From an optimization exercise on the open Yosys and OpenROAD flow, aimed at small area, a short achievable clock period and few clock cycles per item; shortcuts taken in it are not production practice.
The RTL was checked by simulation tests, not by an equivalence proof against the original design.
No activity file was given, so power comes from the tool's default toggle rates.

==> flow/design.v (outline; a module is shown in full before it is edited, if it fits) <==
// module fir_cmem: 16 lines
// module dadec: 5 lines
// module da2: 3 lines
// module da2p: 3 lines
// module da3: 4 lines
// module dan: 3 lines
// module fir_shift_imem: 33 lines
// module fa: 4 lines
// module ha: 4 lines
// module fir_alu_s1: 7569 lines
// module fir_alu_s2: 1447 lines
// module fir_alu_s3: 113 lines
// module fir_alu_s4: 4 lines
// module fir_alu_add: 7 lines
// module fir_alu: 19 lines
// module fir_core: 102 lines
module fir_core(
	input clk,
	input rstn,
	input [15:0] din,
	input valid_in,
	output wire in_ready,
	input [5:0] caddr,
	input [15:0] cin,
	input cload,
	output wire [15:0] dout,
	output wire valid_out
);
  // ...
==> flow/flow/run.sh <==
#!/bin/bash
# Own flow: the standard layout (standard.sh: the standard synthesis,
# floorplan, placement, CTS and routing, unchanged) with two settings:
#  - ORFS's setup slack margin is raised so that its timing repair aims at a
#    shorter period than the design's clock (the clock and constraints are
#    unchanged);
#  - the port buffers that placement inserts on every input and output are
#    buf_4 cells instead of the default pick.
# Each step's full output goes to its own log here (and ORFS's own logs under
# orfs/logs).
set -euo pipefail
export SETUP_SLACK_MARGIN=10.3
export BUFFER_PORTS_ARGS="-buffer_cell sky130_fd_sc_hd__buf_4"
bash standard.sh synth > synth.log 2>&1
bash standard.sh floorplan > floorplan.log 2>&1
bash standard.sh place > place.log 2>&1
bash standard.sh cts > cts.log 2>&1
bash standard.sh route > route.log 2>&1
bash standard.sh finish > finish.log 2>&1
==> flow/standard.sh <==
#!/bin/bash
# synth_recipe.tcl (not shown) runs the flow's synth.tcl, then flattens the netlist and writes it again
# the make line also repeats each setting of config.mk as NAME=value (left out here)
make -C /OpenROAD-flow-scripts/flow DESIGN_CONFIG=/design/flow/config.mk WORK_HOME=/design/flow/orfs CLKGATE_MAP_FILE= SYNTH_SCRIPT=/design/flow/synth_recipe.tcl "${@:-finish}"
==> flow/config.mk <==
export PLATFORM = sky130hd
export DESIGN_NAME = fir_core
export DESIGN_NICKNAME = fir_core
export VERILOG_FILES = /design/flow/design.v
export SDC_FILE = /design/flow/constraint.sdc
export NUM_CORES = 4
export LEC_CHECK = 0
export ABC_CLOCK_PERIOD_IN_PS = 3600
export CAP_MARGIN = 20
export CORE_MARGIN = 2
export CORE_UTILIZATION = 50
export SLEW_MARGIN = 20
export SYNTH_HIERARCHICAL = 1
export SYNTH_MINIMUM_KEEP_SIZE = 0
export TNS_END_PERCENT = 10
==> flow/constraint.sdc <==
create_clock -name core_clock -period 15.0 [get_ports {clk}]
set_input_delay 3.0000 -clock core_clock [delete_from_list [all_inputs] [get_ports {clk}]]
set_output_delay 3.0000 -clock core_clock [all_outputs]
set_load 0.01 [all_outputs]
==> impl_metrics.env, run 1 <==
export IMPL_synth_area_mux_share_pct=3.88
export IMPL_synth_compound_area_share_pct=21.3
export IMPL_yosysUniqueCellTypes=115
export IMPL_die_h_um=929
export IMPL_cts_setup_buffers=85
export IMPL_run_status="stopped before the end"
export IMPL_cts_hold_buf=0
export IMPL_cts_htree_levels=6
export IMPL_synth_top_family_by_area="adder cells"
export IMPL_post_place_ws_ps=6530
export IMPL_die_w_um=929
export IMPL_synth_top_area_cell="fa_1"
export IMPL_place_area_um2=435000
export IMPL_firstError="[ERROR GRT-0116] Global routing finished with congestion. Check the congestion regions in the DRC Viewer."
export IMPL_grt_max_degree=138
export IMPL_haltStage="global routing"
export IMPL_placed_cells=40200
export IMPL_ys_warn_count=11
export IMPL_synth_edff_count=1568
export IMPL_synthAdderAreaFrac_pct=40.7
export IMPL_io_buffers=59
export IMPL_io_pins=60
export IMPL_synthTopCellsByArea="fa_1 (40%), a222oi_1 (20%), dfxtp_1 (14%), edfxtp_1 (11%), buf_4 (3.4%)"
export IMPL_synthXorXnorAreaFrac_pct=0.145
export IMPL_numClockSinks=4473
export IMPL_hpwl_um=2590000
export IMPL_synth_async_reset_ratio_pct=0.156
export IMPL_start_util_pct=50.2
export IMPL_clk_path_buf_depth=4
export IMPL_cts_made_buffers=555
export IMPL_cts_root_buf="clkbuf_16"
Testbench counts, summed over its fixed seeds: cycles 2,096, items 2,048.
==> module fir_cmem, before the edit <==
module fir_cmem(
   input WEN,
   input [5:0] WA,
   input [15:0] D,
   input [1023:0] C,     
   output [63:0] WE,
   output [16:0] S
);
   genvar k;
   generate for (k = 0; k < 64; k = k + 1) begin : g_we
      assign WE[k] = WEN && (WA == k);
   end endgenerate
   wire [5:0] pa = {WA[5:1], ~WA[0]};
   wire [15:0] partner = C[16*pa +: 16];
   assign S = {D[15], D} + {partner[15], partner};
endmodule
==> module fir_alu, before the edit <==
module fir_alu (
  input sign,
  input [37:0] mag,
  output reg [15:0] y_float
);
  reg [37:0] shifted_value;
  reg [5:0] msb;
  reg [4:0] exponent;
  integer j;
  always @(*) begin
    msb = 6'd0;
    for (j = 0; j < 38; j = j + 1)
      if (mag[j]) msb = j;
    exponent = msb[4:0];
    shifted_value = mag << (6'd38 - {1'b0, exponent});
    if (mag == 38'd0) y_float = 16'd0;
    else y_float = {sign, exponent - 5'd5, shifted_value[37:28]};
  end
endmodule
==> module fir_core, before the edit <==
module fir_core(
	input clk,
	input rstn,
	input [15:0] din,
	input valid_in,
	output wire in_ready,
	input [5:0] caddr,
	input [15:0] cin,
	input cload,
	output wire [15:0] dout,
	output wire valid_out
);
	localparam LAT = 5;
	reg ready_r;		 
	reg [LAT:0] vpipe;	 
	reg [15:0] din_r;
	reg cload_r;
	reg [5:0] caddr_r;
	reg [15:0] cin_r;
	reg [15:0] coef [0:63];	 
	reg [16:0] csum [0:31];	 
	reg [15:0] hist [1:63];	 
	wire [63:0] cwe;
	wire [16:0] cpair;
	wire [1023:0] x_flat;
	wire [1023:0] c_flat;
	wire [543:0] s_flat;
	wire [8703:0] pp;
	integer i;
	assign in_ready = ready_r;
	assign valid_out = vpipe[LAT];
	always @(posedge clk or negedge rstn) begin
		if (!rstn) begin
			ready_r <= 1'b0;
			vpipe <= 0;
		end else begin
			ready_r <= 1'b1;
			vpipe <= {vpipe[LAT-1:0], valid_in & ready_r};
		end
	end
	always @(posedge clk) begin
		din_r <= din;
		cload_r <= cload;
		caddr_r <= caddr;
		cin_r <= cin;
	end
	fir_cmem u_cmem (.WEN(cload_r), .WA(caddr_r), .D(cin_r), .C(c_flat), .WE(cwe), .S(cpair));
	genvar k;
	generate for (k = 0; k < 64; k = k + 1) begin : g_c
		always @(posedge clk)
			if (cwe[k]) coef[k] <= cin_r;
		assign c_flat[16*k +: 16] = coef[k];
	end endgenerate
	generate for (k = 0; k < 32; k = k + 1) begin : g_s
		always @(posedge clk)
			if (cwe[2*k] || cwe[2*k+1]) csum[k] <= cpair;
		assign s_flat[17*k +: 17] = csum[k];
	end endgenerate
	always @(posedge clk) begin
		if (!ready_r) begin
			for (i = 1; i < 64; i = i + 1)
				hist[i] <= 16'd0;
		end else if (vpipe[0]) begin
			for (i = 63; i > 1; i = i - 1)
				hist[i] <= hist[i-1];
			hist[1] <= din_r;
		end
	end
	assign x_flat[15:0] = din_r;
	generate for (k = 1; k < 64; k = k + 1) begin : g_x
		assign x_flat[16*k +: 16] = hist[k];
	end endgenerate
	fir_shift_imem u_pp (.x_flat(x_flat), .c_flat(c_flat), .s_flat(s_flat), .pp(pp));
	reg [1547:0] t1;
	wire [1547:0] t1_d;
	fir_alu_s1 u_s1 (.pp(pp), .t1_d(t1_d));
	always @(posedge clk) t1 <= t1_d;
	reg [173:0] t2;
	wire [173:0] t2_d;
	fir_alu_s2 u_s2 (.t1(t1), .t2_d(t2_d));
	always @(posedge clk) t2 <= t2_d;
	reg [73:0] t3;
	wire [73:0] t3_d;
	fir_alu_s3 u_s3 (.t2(t2), .t3_d(t3_d));
	always @(posedge clk) t3 <= t3_d;
	wire [37:0] opa, opb;
	fir_alu_s4 u_s4 (.t3(t3), .opa(opa), .opb(opb));
	wire sign_d;
	wire [37:0] mag_d;
	reg sign_r;
	reg [37:0] mag_r;
	fir_alu_add u_add (.opa(opa), .opb(opb), .sign(sign_d), .mag(mag_d));
	always @(posedge clk) begin
		sign_r <= sign_d;
		mag_r <= mag_d;
	end
	wire [15:0] y_d;
	reg [15:0] y_r;
	fir_alu u_alu (.sign(sign_r), .mag(mag_r), .y_float(y_d));
	always @(posedge clk) y_r <= y_d;
	assign dout = y_r;
endmodule
==> run 2, diff against run 1 <==
--- a/flow/design.v
+++ b/flow/design.v
@@ -1,9 +1,11 @@
 module fir_cmem(
    input WEN,
    input [5:0] WA,
-   input [15:0] D,
    input [1023:0] C,     
+   input [15:0] PD,
+   input [15:0] PP,
    output [63:0] WE,
+   output [15:0] P,
    output [16:0] S
 );
    genvar k;
@@ -11,8 +13,8 @@
       assign WE[k] = WEN && (WA == k);
    end endgenerate
    wire [5:0] pa = {WA[5:1], ~WA[0]};
-   wire [15:0] partner = C[16*pa +: 16];
-   assign S = {D[15], D} + {partner[15], partner};
+   assign P = C[16*pa +: 16];
+   assign S = {PD[15], PD} + {PP[15], PP};
 endmodule
 module dadec(input xa, input xb, output sa, output sb, output sab);
 	assign sa = xa & ~xb;
@@ -9213,24 +9215,26 @@
   assign sign = s[37];
   assign mag = s[37] ? ~sm1 : s;
 endmodule
-module fir_alu (
-  input sign,
-  input [37:0] mag,
-  output reg [15:0] y_float
-);
-  reg [37:0] shifted_value;
+module fir_alu_lzc(input [37:0] mag, output [4:0] e, output nz);
   reg [5:0] msb;
-  reg [4:0] exponent;
   integer j;
   always @(*) begin
     msb = 6'd0;
     for (j = 0; j < 38; j = j + 1)
       if (mag[j]) msb = j;
-    exponent = msb[4:0];
-    shifted_value = mag << (6'd38 - {1'b0, exponent});
-    if (mag == 38'd0) y_float = 16'd0;
-    else y_float = {sign, exponent - 5'd5, shifted_value[37:28]};
   end
+  assign e = msb[4:0];
+  assign nz = |mag;
+endmodule
+module fir_alu (
+  input sign,
+  input nz,
+  input [4:0] e,
+  input [37:0] mag,
+  output [15:0] y_float
+);
+  wire [37:0] shifted_value = mag << (6'd38 - {1'b0, e});
+  assign y_float = nz ? {sign, e - 5'd5, shifted_value[37:28]} : 16'd0;
 endmodule
 module fir_core(
 	input clk,
@@ -9244,8 +9248,9 @@
 	output wire [15:0] dout,
 	output wire valid_out
 );
-	localparam LAT = 5;
+	localparam LAT = 7;
 	reg ready_r;		 
+	reg hclr;		 
 	reg [LAT:0] vpipe;	 
 	reg [15:0] din_r;
 	reg cload_r;
@@ -9255,7 +9260,12 @@
 	reg [16:0] csum [0:31];	 
 	reg [15:0] hist [1:63];	 
 	wire [63:0] cwe;
+	wire [15:0] cpart;
 	wire [16:0] cpair;
+	reg pw_en;		 
+	reg [4:0] pw_pair;
+	reg [15:0] pw_d, pw_p;
+	reg [15:0] xq;		 
 	wire [1023:0] x_flat;
 	wire [1023:0] c_flat;
 	wire [543:0] s_flat;
@@ -9266,19 +9276,29 @@
 	always @(posedge clk or negedge rstn) begin
 		if (!rstn) begin
 			ready_r <= 1'b0;
+			hclr <= 1'b1;
 			vpipe <= 0;
 		end else begin
 			ready_r <= 1'b1;
+			hclr <= 1'b0;
 			vpipe <= {vpipe[LAT-1:0], valid_in & ready_r};
 		end
 	end
 	always @(posedge clk) begin
 		din_r <= din;
+		xq <= din_r;
 		cload_r <= cload;
 		caddr_r <= caddr;
 		cin_r <= cin;
 	end
-	fir_cmem u_cmem (.WEN(cload_r), .WA(caddr_r), .D(cin_r), .C(c_flat), .WE(cwe), .S(cpair));
+	fir_cmem u_cmem (.WEN(cload_r), .WA(caddr_r), .C(c_flat), .PD(pw_d), .PP(pw_p),
+		.WE(cwe), .P(cpart), .S(cpair));
+	always @(posedge clk) begin
+		pw_en <= cload_r;
+		pw_pair <= caddr_r[5:1];
+		pw_d <= cin_r;
+		pw_p <= cpart;
+	end
 	genvar k;
 	generate for (k = 0; k < 64; k = k + 1) begin : g_c
 		always @(posedge clk)
@@ -9287,20 +9307,20 @@
 	end endgenerate
 	generate for (k = 0; k < 32; k = k + 1) begin : g_s
 		always @(posedge clk)
-			if (cwe[2*k] || cwe[2*k+1]) csum[k] <= cpair;
+			if (pw_en && pw_pair == k) csum[k] <= cpair;
 		assign s_flat[17*k +: 17] = csum[k];
 	end endgenerate
 	always @(posedge clk) begin
-		if (!ready_r) begin
+		if (hclr) begin
 			for (i = 1; i < 64; i = i + 1)
 				hist[i] <= 16'd0;
-		end else if (vpipe[0]) begin
+		end else if (vpipe[1]) begin
 			for (i = 63; i > 1; i = i - 1)
 				hist[i] <= hist[i-1];
-			hist[1] <= din_r;
+			hist[1] <= xq;
 		end
 	end
-	assign x_flat[15:0] = din_r;
+	assign x_flat[15:0] = xq;
 	generate for (k = 1; k < 64; k = k + 1) begin : g_x
 		assign x_flat[16*k +: 16] = hist[k];
 	end endgenerate
@@ -9328,9 +9348,21 @@
 		sign_r <= sign_d;
 		mag_r <= mag_d;
 	end
+	wire [4:0] e_d;
+	wire nz_d;
+	reg sign2_r, nz2_r;
+	reg [4:0] e2_r;
+	reg [37:0] mag2_r;
+	fir_alu_lzc u_lzc (.mag(mag_r), .e(e_d), .nz(nz_d));
+	always @(posedge clk) begin
+		sign2_r <= sign_r;
+		nz2_r <= nz_d;
+		e2_r <= e_d;
+		mag2_r <= mag_r;
+	end
 	wire [15:0] y_d;
 	reg [15:0] y_r;
-	fir_alu u_alu (.sign(sign_r), .mag(mag_r), .y_float(y_d));
+	fir_alu u_alu (.sign(sign2_r), .nz(nz2_r), .e(e2_r), .mag(mag2_r), .y_float(y_d));
 	always @(posedge clk) y_r <= y_d;
 	assign dout = y_r;
 endmodule
==> flow/flow/run.sh (replaced) <==
#!/bin/bash
# Own flow: the standard layout (standard.sh: the standard synthesis,
# floorplan, placement, CTS and routing, unchanged) with these settings:
#  - ORFS's setup slack margin is raised so that its timing repair aims at a
#    shorter period than the design's clock (the clock and constraints are
#    unchanged);
#  - the port buffers that placement inserts on every input and output are
#    buf_4 cells instead of the default pick;
#  - global routing keeps more spare tracks on met1/met2 (flow/fastroute.tcl);
#  - routing runs on 6 threads.
# Each step's full output goes to its own log here (and ORFS's own logs under
# orfs/logs).
set -euo pipefail
export SETUP_SLACK_MARGIN=10.3
export BUFFER_PORTS_ARGS="-buffer_cell sky130_fd_sc_hd__buf_4"
export FASTROUTE_TCL="$PWD/flow/fastroute.tcl"
bash standard.sh synth > synth.log 2>&1
bash standard.sh floorplan > floorplan.log 2>&1
bash standard.sh place > place.log 2>&1
bash standard.sh cts > cts.log 2>&1
sed 's/"\${@:-finish}"/NUM_CORES=6 "${@:-finish}"/' standard.sh > standard6.sh
bash standard6.sh route > route.log 2>&1
bash standard.sh finish > finish.log 2>&1
==> flow/flow/fastroute.tcl (new file) <==
# Global routing layers: met1 and met2 keep more spare tracks so that the
# global router moves more wiring to met3-met5 and detailed routing converges.
set_global_routing_layer_adjustment met1 0.5
set_global_routing_layer_adjustment met2 0.35
set_global_routing_layer_adjustment met3-met5 0.2
set_routing_layers -clock met3-met5
set_routing_layers -signal met1-met5
--- a/flow/config.mk
+++ b/flow/config.mk
@@ -6,10 +6,12 @@
 export NUM_CORES = 4
 export LEC_CHECK = 0
 export ABC_CLOCK_PERIOD_IN_PS = 3600
-export CAP_MARGIN = 20
+export CAP_MARGIN = 40
+export CELL_PAD_IN_SITES_DETAIL_PLACEMENT = 1
+export CELL_PAD_IN_SITES_GLOBAL_PLACEMENT = 1
 export CORE_MARGIN = 2
-export CORE_UTILIZATION = 50
-export SLEW_MARGIN = 20
+export CORE_UTILIZATION = 35
+export SLEW_MARGIN = 50
 export SYNTH_HIERARCHICAL = 1
 export SYNTH_MINIMUM_KEEP_SIZE = 0
-export TNS_END_PERCENT = 10
+export TNS_END_PERCENT = 30
==> run 2 against run 1 <==
Net effect: synthesized cell count is essentially flat; the run again fails in global routing; area after synthesis shrank 0.12%.
==> impl_metrics.env, run 2 <==
export IMPL_numClockSinks=4575
export IMPL_clk_path_buf_depth=5
export IMPL_start_util_pct=35.0
export IMPL_ys_ff_latch=4575
export IMPL_firstError="[ERROR GRT-0116] Global routing finished with congestion. Check the congestion regions in the DRC Viewer."
export IMPL_syn_inst=30200
export IMPL_synth_common_cells="a222oi_1 (8704), fa_1 (8651), dfxtp_1 (2997), buf_4 (1979), edfxtp_1 (1568)"
export IMPL_synth_cell_area_um2=427000
export IMPL_io_pins=60
export IMPL_die_h_um=1110
export IMPL_routabilityCongestion=1.30
export IMPL_synthFlopType="dfxtp_1"
export IMPL_place_area_um2=459000
export IMPL_synthTopCellsByArea="fa_1 (41%), a222oi_1 (20%), dfxtp_1 (14%), edfxtp_1 (11%), buf_4 (3.5%)"
export IMPL_grt_max_degree=84
export IMPL_synth_edff_count=1568
export IMPL_run_status="stopped before the end"
export IMPL_yosysTopAreaCellShare_pct=40.5
export IMPL_synth_seq_area_share_pct=25.1
export IMPL_cts_root_buf="clkbuf_16"
export IMPL_num_rows=406
export IMPL_hpwl_um=3220000
export IMPL_yosysMostFrequentCell="a222oi_1"
export IMPL_avgSynthCellArea_um2=14.1
export IMPL_haltStage="global routing"
export IMPL_cts_made_buffers=625
export IMPL_yosysUniqueCellTypes=104
export IMPL_synth_async_reset_ratio_pct=0.219
export IMPL_synth_top_area_cell="fa_1"
export IMPL_io_buffers=59
export IMPL_die_w_um=1110
export IMPL_cts_htree_levels=6
export IMPL_ys_warn_count=11
==> run 2: cell types whose count changed after synthesis, sizes merged, moves of 15 or more <==
cell and delta:
nand2 -20, mux2i +33, mux2 +15, inv -15, clkbuf -34, buf +26
nor2b -1005, or2 -28, nor2 +1021, dfxtp +99
==> run 2: metrics by stage <==
step                hold WS, ps  total power [W]  instances  utilization (%)  setup slack, ps
floorplan                   310           0.0213      30200                -            10870
global placement            313           0.0272      45900             36.5             8560
detailed placement          315           0.0275      47100             37.6             9730
CTS                         329           0.0440      48300             39.4            10130
==> run 2: worst max path at each step <==
| stage | end | slack, ps | depth (start not counted) | startpoint |
|---|---|---|---|---|
| detailed placement | t1[1226]$_DFF_P_ | 9730 | 8 | hist[44][13]$_SDFFE_PP0P_ |
| CTS | t1[1459]$_DFF_P_ | 10130 | 9 | hist[7][9]$_SDFFE_PP0P_ |
| floorplan | csum[0][12]$_DFFE_PP_ | 10870 | 7 | pw_d[0]$_DFF_P_ |
| global placement | t1[61]$_DFF_P_ | 8560 | 8 | hist[24][2]$_SDFFE_PP0P_ |
==> run 2: power groups by stage <==
| stage | clock, W | sequential [W] | combinational [W] |
|---|---|---|---|
| 2_1_floorplan | 0 | 0.0144 | 0.00690 |
| 3_3_place_gp | 0 | 0.0151 | 0.0120 |
| 3_5_place_dp | 0 | 0.0150 | 0.0125 |
| 4_1_cts | 0.0167 | 0.0148 | 0.0125 |
==> run 2: logic make-up after synthesis <==
family,after synthesis,synth area share (%)
compound gates,9159,21.2
xor+xnor,76,0.161
fa+ha+maj,8712,40.7
buf+inv,3328,4.73
flops,4575,25.1
mux,1348,3.99
other cells,5,0.00439
simple gates,3022,4.14
==> run 2: Yosys stat by module (local to each module, per instance), a selection <==
module | area [µm²] | flip-flops and latches | copies in the design | cells
fir_alu_s2 | 1310 | 0 | 1 | 174
fir_alu_s3 | 556 | 0 | 1 | 74
dan | 10.0 | 0 | 32 | 1
fir_core | 123000 | 4575 | 1 | 6865
fir_cmem | 8890 | 0 | 1 | 755
fa | 20.0 | 0 | 8649 | 1
fir_alu | 2120 | 0 | 1 | 230
da2p | 27.5 | 0 | 256 | 4
==> run 2: repair_timing <==
item / CTS
setup buffers: 31
pin swaps: 45
hold buffers: 0
gates resized for setup: 182
endpoints found under the setup margin: 244
Testbench counts of run 2, summed over its fixed seeds: cycles 2,112, items 2,048.
